Context: an optimization exercise on an open-source flow, tuned for small area, a short achievable clock period and few clock cycles per item. The choices shown serve that exercise and are no tape-out recipe.
In this exercise RTL edits were held to simulation tests only and were not proved equivalent to the original.

Setup of v2:
Design RC6encryption, start of the top module:
module RC6encryption(
	input		wire			  	inClk,
	input		wire				inReset,
	input		wire				inKeyWr,
	input		wire				inDataWr,
	input 	wire 	[127:0] 	inData,
	input		wire	[255:0] 	inKey,
	output 	wire 	[127:0] 	outData,
	output	wire				outBusy
	);
clock: 20.0 ns
lec_check: 0
cap_margin: 30
core_margin: 2
core_utilization: 40
cts_cluster_diameter: 60
cts_cluster_size: 25
slew_margin: 30
synth_hierarchical: 1
standard.sh (not shown) runs the stock make flow with config.mk's settings and CLKGATE_MAP_FILE= SYNTH_SCRIPT=/design/flow/synth_recipe.tcl, a recipe that flattens the netlist after the stock synthesis.
==> flow/flow/run.sh <==
#!/bin/bash
# The standard ORFS layout (the standard.sh: unchanged synthesis and steps)
# with two knobs the settings list does not offer:
#  - the port buffers that every input and output gets are buf_2 cells.
set -euo pipefail
bash standard.sh SETUP_SLACK_MARGIN=15 "BUFFER_PORTS_ARGS=-buffer_cell sky130_fd_sc_hd__buf_2" finish > standard.log 2>&1
v2 has completed all stages; timing, DRC and antenna checks passed.
Testbench counts of v2, summed over its fixed seeds: cycles 42,560, items 320.
For v27, these inputs were changed with respect to v2:
- changing CORE_UTILIZATION from 40 to 55
diff --git a/flow/flow/run.sh b/flow/flow/run.sh
--- a/flow/flow/run.sh
+++ b/flow/flow/run.sh
@@ -6 +6 @@
-bash standard.sh SETUP_SLACK_MARGIN=15 "BUFFER_PORTS_ARGS=-buffer_cell sky130_fd_sc_hd__buf_2" finish > standard.log 2>&1
+bash standard.sh SETUP_SLACK_MARGIN=14.45 "BUFFER_PORTS_ARGS=-buffer_cell sky130_fd_sc_hd__buf_2" finish > standard.log 2>&1
## What came out
Per the comparison of v27 with v2, antenna cell count +12; routed wire length has decreased; post-route cell area shrank by 7.1%.
[compare] base=v2 new=v27: number of placement rows fell 25.
Per the comparison of v27 with v2, routed wire length on met3 shows an increase of 22%, global-route usage shows an increase of 6.6 points.
Input changes introduced in v36 (baseline for comparison: v27):
- clearing CTS_CLUSTER_DIAMETER, which used to be 60
- swapping 55 for 40 in CORE_UTILIZATION
- clearing CTS_CLUSTER_SIZE, which used to be 25
diff --git a/flow/flow/run.sh b/flow/flow/run.sh
--- a/flow/flow/run.sh
+++ b/flow/flow/run.sh
@@ -6 +6 @@
-bash standard.sh SETUP_SLACK_MARGIN=14.45 "BUFFER_PORTS_ARGS=-buffer_cell sky130_fd_sc_hd__buf_2" finish > standard.log 2>&1
+bash standard.sh SETUP_SLACK_MARGIN=15 "BUFFER_PORTS_ARGS=-buffer_cell sky130_fd_sc_hd__buf_2" finish > standard.log 2>&1
The met2 global-route usage number comes out lower for v36 vs v27. Final critical-path required period (higher): v36. Die area | v36 > v27. Smallest hold slack: v36 and v27 compared, lower one is v36. Sort v36 and v27 by amount of wire on met2 after detailed routing, descending, and v36 comes first. Relative to v27, the minimum setup slack in the final design of v36 is lower by 0.043 ns. Against v27, the final cell area of v36 is higher.
--- input diff v36..v35 ---
- changing CORE_UTILIZATION from 40 to 55
- setting CTS_CLUSTER_SIZE to 25 for the first time
- setting CTS_CLUSTER_DIAMETER to 60 for the first time
diff --git a/flow/flow/run.sh b/flow/flow/run.sh
--- a/flow/flow/run.sh
+++ b/flow/flow/run.sh
@@ -6 +6 @@
-bash standard.sh SETUP_SLACK_MARGIN=15 "BUFFER_PORTS_ARGS=-buffer_cell sky130_fd_sc_hd__buf_2" finish > standard.log 2>&1
+bash standard.sh SETUP_SLACK_MARGIN=14.2 "BUFFER_PORTS_ARGS=-buffer_cell sky130_fd_sc_hd__buf_2" finish > standard.log 2>&1
Notes after the runs:
Against v36 as the reference, v35 delivers a higher worst slew slack as a fraction of its limit.
The lower register clock-pin slew on the reported worst setup and hold paths of v35 and v36 is in v36.
v35 ended up with a lower area of all placed cells without fillers than v36 did.
When the final numbers for v35 and v36 were put side by side, the depth of the worst register-to-register path turned out to be smaller in v35.
In v35, fraction of the cycle the final worst path needs is higher than in v36.
What v13 does differently from v35 at the input level:
diff --git a/flow/flow/run.sh b/flow/flow/run.sh
--- a/flow/flow/run.sh
+++ b/flow/flow/run.sh
@@ -6 +6 @@
-bash standard.sh SETUP_SLACK_MARGIN=14.2 "BUFFER_PORTS_ARGS=-buffer_cell sky130_fd_sc_hd__buf_2" finish > standard.log 2>&1
+bash standard.sh SETUP_SLACK_MARGIN=15 "BUFFER_PORTS_ARGS=-buffer_cell sky130_fd_sc_hd__buf_2" finish > standard.log 2>&1
Notes after the runs:
The via count of v13 exceeds that of v35 by about 3.5%. v35 → v13: final cycle utilization of the critical path shrank by 0.79 points, mapped cell area held steady, utilization grew by 4.2 points, maximum net fanout on the critical path shrank by 8, CTS buffer count held steady. Changes observed in v13 relative to v35: routed wire length +about 5.4%; cell area reported after detailed placement was more or less identical; worst hold slack moved down.

========
red:
Another version of the RTL of RC6encryption (not shown whole).
Size in the first run: roughly 7000 cells after synthesis, about 84000 um2 of cells after synthesis.
==> flow/design.v (excerpt) <==
module RC6encryption(
	input		wire			  	inClk,
	input		wire				inReset,
	input		wire				inKeyWr,
	input		wire				inDataWr,
	input 	wire 	[127:0] 	inData,
	input		wire	[255:0] 	inKey,
	output 	wire 	[127:0] 	outData,
	output	wire				outBusy
	);
Settings: LEC_CHECK=0, CAP_MARGIN=30, CORE_MARGIN=2, CORE_UTILIZATION=50, CTS_CLUSTER_DIAMETER=60, CTS_CLUSTER_SIZE=25, SLEW_MARGIN=30, SYNTH_HIERARCHICAL=1; clock period 20.0 ns.
==> flow/flow/run.sh <==
#!/bin/bash
# The standard ORFS layout (the standard.sh: unchanged synthesis and steps)
# with two knobs the settings list does not offer:
#  - the port buffers that every input and output gets are buf_2 cells.
set -euo pipefail
bash standard.sh SETUP_SLACK_MARGIN=14.45 "BUFFER_PORTS_ARGS=-buffer_cell sky130_fd_sc_hd__buf_2" finish > standard.log 2>&1
Testbench counts of red, summed over its fixed seeds: cycles 42,560, items 320.
For blue, these inputs were changed with respect to red:
# red
export LEC_CHECK = 0
export CAP_MARGIN = 30
export CORE_MARGIN = 2
export CORE_UTILIZATION = 50
export CTS_CLUSTER_DIAMETER = 60
export CTS_CLUSTER_SIZE = 25
export SLEW_MARGIN = 30
export SYNTH_HIERARCHICAL = 1
create_clock -name core_clock -period 20.0 [get_ports {inClk}]
# blue
export LEC_CHECK = 0
export CAP_MARGIN = 30
export CORE_MARGIN = 2
export CORE_UTILIZATION = 55
export CTS_CLUSTER_DIAMETER = 60
export CTS_CLUSTER_SIZE = 25
export SLEW_MARGIN = 30
export SYNTH_HIERARCHICAL = 1
create_clock -name core_clock -period 20.0 [get_ports {inClk}]
--- a/flow/flow/run.sh
+++ b/flow/flow/run.sh
@@ -5,2 +5,2 @@
 set -euo pipefail
-bash standard.sh SETUP_SLACK_MARGIN=14.45 "BUFFER_PORTS_ARGS=-buffer_cell sky130_fd_sc_hd__buf_2" finish > standard.log 2>&1
+bash standard.sh SETUP_SLACK_MARGIN=14.6 "BUFFER_PORTS_ARGS=-buffer_cell sky130_fd_sc_hd__buf_2" finish > standard.log 2>&1
## What came out
- The flow did not stop early for blue: all stages ran, and the layout cleared the timing, DRC and antenna checks.
- blue vs. red: share of the cycle needed by the critical path after routing has remained practically unchanged; signal arrival time at the worst endpoint has remained practically unchanged.
- Relative to red, sequential share of layout area decreased by 0.57 points in blue.
- Re final setup slack of the worst path: red and blue aren't equal, and the lower value belongs to red.
- Delta (blue minus red): fraction of met1 tracks used by global routing grew by 2.9 points.
- Between blue and red, it is blue whose met1 wire length is lower, by 3.4%.
Inputs modified between blue and green:
# blue
export LEC_CHECK = 0
export CAP_MARGIN = 30
export CORE_MARGIN = 2
export CORE_UTILIZATION = 55
export CTS_CLUSTER_DIAMETER = 60
export CTS_CLUSTER_SIZE = 25
export SLEW_MARGIN = 30
export SYNTH_HIERARCHICAL = 1
create_clock -name core_clock -period 20.0 [get_ports {inClk}]
# green
export LEC_CHECK = 0
export CAP_MARGIN = 20
export CORE_MARGIN = 2
export CORE_UTILIZATION = 55
export CTS_CLUSTER_DIAMETER = 60
export CTS_CLUSTER_SIZE = 25
export SLEW_MARGIN = 20
export SYNTH_HIERARCHICAL = 1
create_clock -name core_clock -period 20.0 [get_ports {inClk}]
--- a/flow/flow/run.sh
+++ b/flow/flow/run.sh
@@ -5,2 +5,2 @@
 set -euo pipefail
-bash standard.sh SETUP_SLACK_MARGIN=14.6 "BUFFER_PORTS_ARGS=-buffer_cell sky130_fd_sc_hd__buf_2" finish > standard.log 2>&1
+bash standard.sh SETUP_SLACK_MARGIN=14.45 "BUFFER_PORTS_ARGS=-buffer_cell sky130_fd_sc_hd__buf_2" finish > standard.log 2>&1
==> comparison <==
green completed; timing, DRC and antenna clean. Worst setup path endpoint = outData[94]: green; worst setup path endpoint = outData[57]: blue. Summary of green over blue: average vias per placed instance flat, clock-pin transition on the worst setup and hold timing paths held steady. Diff green..blue | starting density of the core | unchanged.
What orange does differently from green at the input level:
# green
export LEC_CHECK = 0
export CAP_MARGIN = 20
export CORE_MARGIN = 2
export CORE_UTILIZATION = 55
export CTS_CLUSTER_DIAMETER = 60
export CTS_CLUSTER_SIZE = 25
export SLEW_MARGIN = 20
export SYNTH_HIERARCHICAL = 1
create_clock -name core_clock -period 20.0 [get_ports {inClk}]
# orange
export LEC_CHECK = 0
export CAP_MARGIN = 30
export CORE_MARGIN = 2
export CORE_UTILIZATION = 55
export CTS_CLUSTER_DIAMETER = 60
export CTS_CLUSTER_SIZE = 25
export SLEW_MARGIN = 30
export SYNTH_HIERARCHICAL = 1
export TNS_END_PERCENT = 30
create_clock -name core_clock -period 20.0 [get_ports {inClk}]
Findings:
Lower cell count was reported by orange, not green. Changes observed in orange relative to green: number of distinct library cell variants in the gate-level netlist after synthesis saw little to no change; count of buffers inserted at the top-level ports saw little to no change; worst setup slack saw a decrease; area occupied by registers saw little to no change. Non-clock buffer count (green / orange): 1.05.

========
RC6encryption again, from the RTL that the note above started with.
==> flow/config.mk <==
export PLATFORM = sky130hd
export DESIGN_NAME = RC6encryption
export DESIGN_NICKNAME = RC6encryption
export VERILOG_FILES = /design/flow/design.v
export SDC_FILE = /design/flow/constraint.sdc
export NUM_CORES = 4
export LEC_CHECK = 0
export CAP_MARGIN = 25
export CORE_MARGIN = 2
export CORE_UTILIZATION = 55
export CTS_CLUSTER_DIAMETER = 65
export CTS_CLUSTER_SIZE = 30
export SLEW_MARGIN = 25
export SYNTH_HIERARCHICAL = 1
==> flow/constraint.sdc <==
create_clock -name core_clock -period 20.0 [get_ports {inClk}]
set_input_delay 4.0000 -clock core_clock [delete_from_list [all_inputs] [get_ports {inClk}]]
set_output_delay 4.0000 -clock core_clock [all_outputs]
set_load 0.01 [all_outputs]
==> flow/flow/run.sh <==
#!/bin/bash
# The standard ORFS layout (the standard.sh: unchanged synthesis and steps)
# with two knobs the settings list does not offer:
#  - the port buffers that every input and output gets are buf_2 cells.
set -euo pipefail
bash standard.sh SETUP_SLACK_MARGIN=14.45 "BUFFER_PORTS_ARGS=-buffer_cell sky130_fd_sc_hd__buf_2" finish > standard.log 2>&1
Testbench counts at the start, summed over its fixed seeds: cycles 42,560, items 320.
Then changed:
- CAP_MARGIN: 25 -> 30
- CORE_UTILIZATION: 55 -> 62
- CTS_CLUSTER_DIAMETER: 65 -> 60
- CTS_CLUSTER_SIZE: 30 -> 25
- SLEW_MARGIN: 25 -> 30
Utilization grows by 7.7 points. Global-route usage grows by 3.1 points. Final cell count shrinks by about 2.4%.
Then changed:
- CORE_UTILIZATION: 62 -> 55
Result:
- worst setup slack gets better by 15 ps
- synthesized cell count is unchanged
- area after synthesis is unchanged
- utilization fell by 7.6 points
- global-route usage drops by 3.1 points
- sequential share of layout area hardly moves
- routed wire length barely changes
Then changed:
==> flow/run.sh (new file) <==
#!/bin/bash
# synth_recipe.tcl (not shown) runs the flow's synth.tcl, then flattens the netlist and writes it again
# the make line also repeats each setting of config.mk as NAME=value (left out here)
make -C /OpenROAD-flow-scripts/flow DESIGN_CONFIG=/design/flow/config.mk WORK_HOME=/design/flow/orfs CLKGATE_MAP_FILE= SYNTH_SCRIPT=/design/flow/synth_recipe.tcl finish
removed: flow/flow/run.sh
removed: flow/standard.sh
What happened:
- The changed run passed the timing, DRC and antenna checks
- worst setup slack is worse by 1200 ps
- routed wire length came out lower by 1.5%
- cell area climbs by 1.7%
- global-route usage goes down by 0.41 points
- via count went down by about 1.2%
- hold slack improved by 65 ps
- die area stays the same
- synthesized cell count does not change
- cell count came out lower by about 0.7%
- clock skew came out lower by 31 ps
Then changed:
==> flow/flow/run.sh (new file) <==
#!/bin/bash
# The standard ORFS layout (the standard.sh: unchanged synthesis and steps)
# with two knobs the settings list does not offer:
#  - the port buffers that every input and output gets are buf_2 cells.
set -euo pipefail
bash standard.sh SETUP_SLACK_MARGIN=14.45 "BUFFER_PORTS_ARGS=-buffer_cell sky130_fd_sc_hd__buf_2" finish > standard.log 2>&1
==> flow/standard.sh (new file) <==
#!/bin/bash
# synth_recipe.tcl (not shown) runs the flow's synth.tcl, then flattens the netlist and writes it again
# the make line also repeats each setting of config.mk as NAME=value (left out here)
make -C /OpenROAD-flow-scripts/flow DESIGN_CONFIG=/design/flow/config.mk WORK_HOME=/design/flow/orfs CLKGATE_MAP_FILE= SYNTH_SCRIPT=/design/flow/synth_recipe.tcl "${@:-finish}"
- GPL_ROUTABILITY_DRIVEN: not set -> 0
removed: flow/run.sh
=> Hold slack is worse by 32 ps; area after synthesis is unchanged; design area drops slightly; routed wire length hardly moves; via count climbs slightly; setup slack is better by 1200 ps.
Then changed:
==> flow/flow/run.sh (replaced) <==
#!/bin/bash
# The standard ORFS layout (the standard.sh: unchanged synthesis and steps)
# with two knobs the settings list does not offer:
#  - the port buffers that every input and output gets are buf_1 cells.
set -euo pipefail
bash standard.sh SETUP_SLACK_MARGIN=14.45 "BUFFER_PORTS_ARGS=-buffer_cell sky130_fd_sc_hd__buf_1" finish > standard.log 2>&1
Result:
- The changed run finished with timing, DRC and antenna clean
- cell count is about the same
- global-route usage stays flat
- design area falls by 0.70%
- clock skew falls by 37 ps
- synthesized area is unchanged
- worst hold slack gains 17 ps
- die area is unchanged
- core utilization falls by 0.43 points
- sequential cell count is unchanged
- worst setup slack loses 76 ps

==> separate check: timing with driven ports <==
Ports are ideal in the flow. The routed layouts listed here were re-timed in OpenROAD.
Step 1, drivers: a clkbuf_16 drives inClk and a buf_2 each remaining input, both assumed.
Step 2 moves the port delays by t, midway between the first and last clock arrival at a register: inputs arrive t later, outputs are due t later. That takes back most of the time a late clock gives input paths.
Three values: ideal ports, drivers, drivers and shift; two values: the first two.
run	shift t [ns]	setup slack, ns	slew at the worst register clock pin (ns)	cell pins on the clock port's net
v2	0.920	14.365 / 14.275 / 14.747	0.10 / 0.10	1
v27	0.887	14.380 / 14.290 / 14.453	0.10 / 0.10	1
v36	0.949	14.337 / 14.248 / 14.716	0.07 / 0.07	1
v35	0.896	14.252 / 14.159 / 14.252	0.10 / 0.10	1
v13	0.882	14.409 / 14.323 / 14.464	0.10 / 0.10	1
red	0.879	14.442 / 14.361 / 13.769	0.10 / 0.10	1
blue	0.875	14.454 / 14.367 / 13.890	0.10 / 0.10	1
green	0.867	14.434 / 14.353 / 13.726	0.10 / 0.10	1
orange	0.840	14.314 / 14.232 / 13.739	0.10 / 0.10	1
the first run of note 3	0.833	14.468 / 14.385 / 13.812	0.11 / 0.11	1
the second run of note 3	0.844	14.421 / 14.336 / 13.774	0.10 / 0.10	1
the third run of note 3	0.844	14.436 / 14.353 / 13.742	0.10 / 0.10	1
the fourth run of note 3	0.858	13.249 / 13.301 / 12.444	0.10 / 0.10	1
the fifth run of note 3	0.861	14.477 / 14.390 / 13.840	0.10 / 0.10	1
the sixth run of note 3	0.851	14.401 / 14.316 / 13.882	0.09 / 0.09	1
After both steps setup and hold are still met in every run listed. For the fourth run of note 3, which loses most, drivers alone change the setup slack by +0.052 ns; drivers and shift together by -0.805 ns.
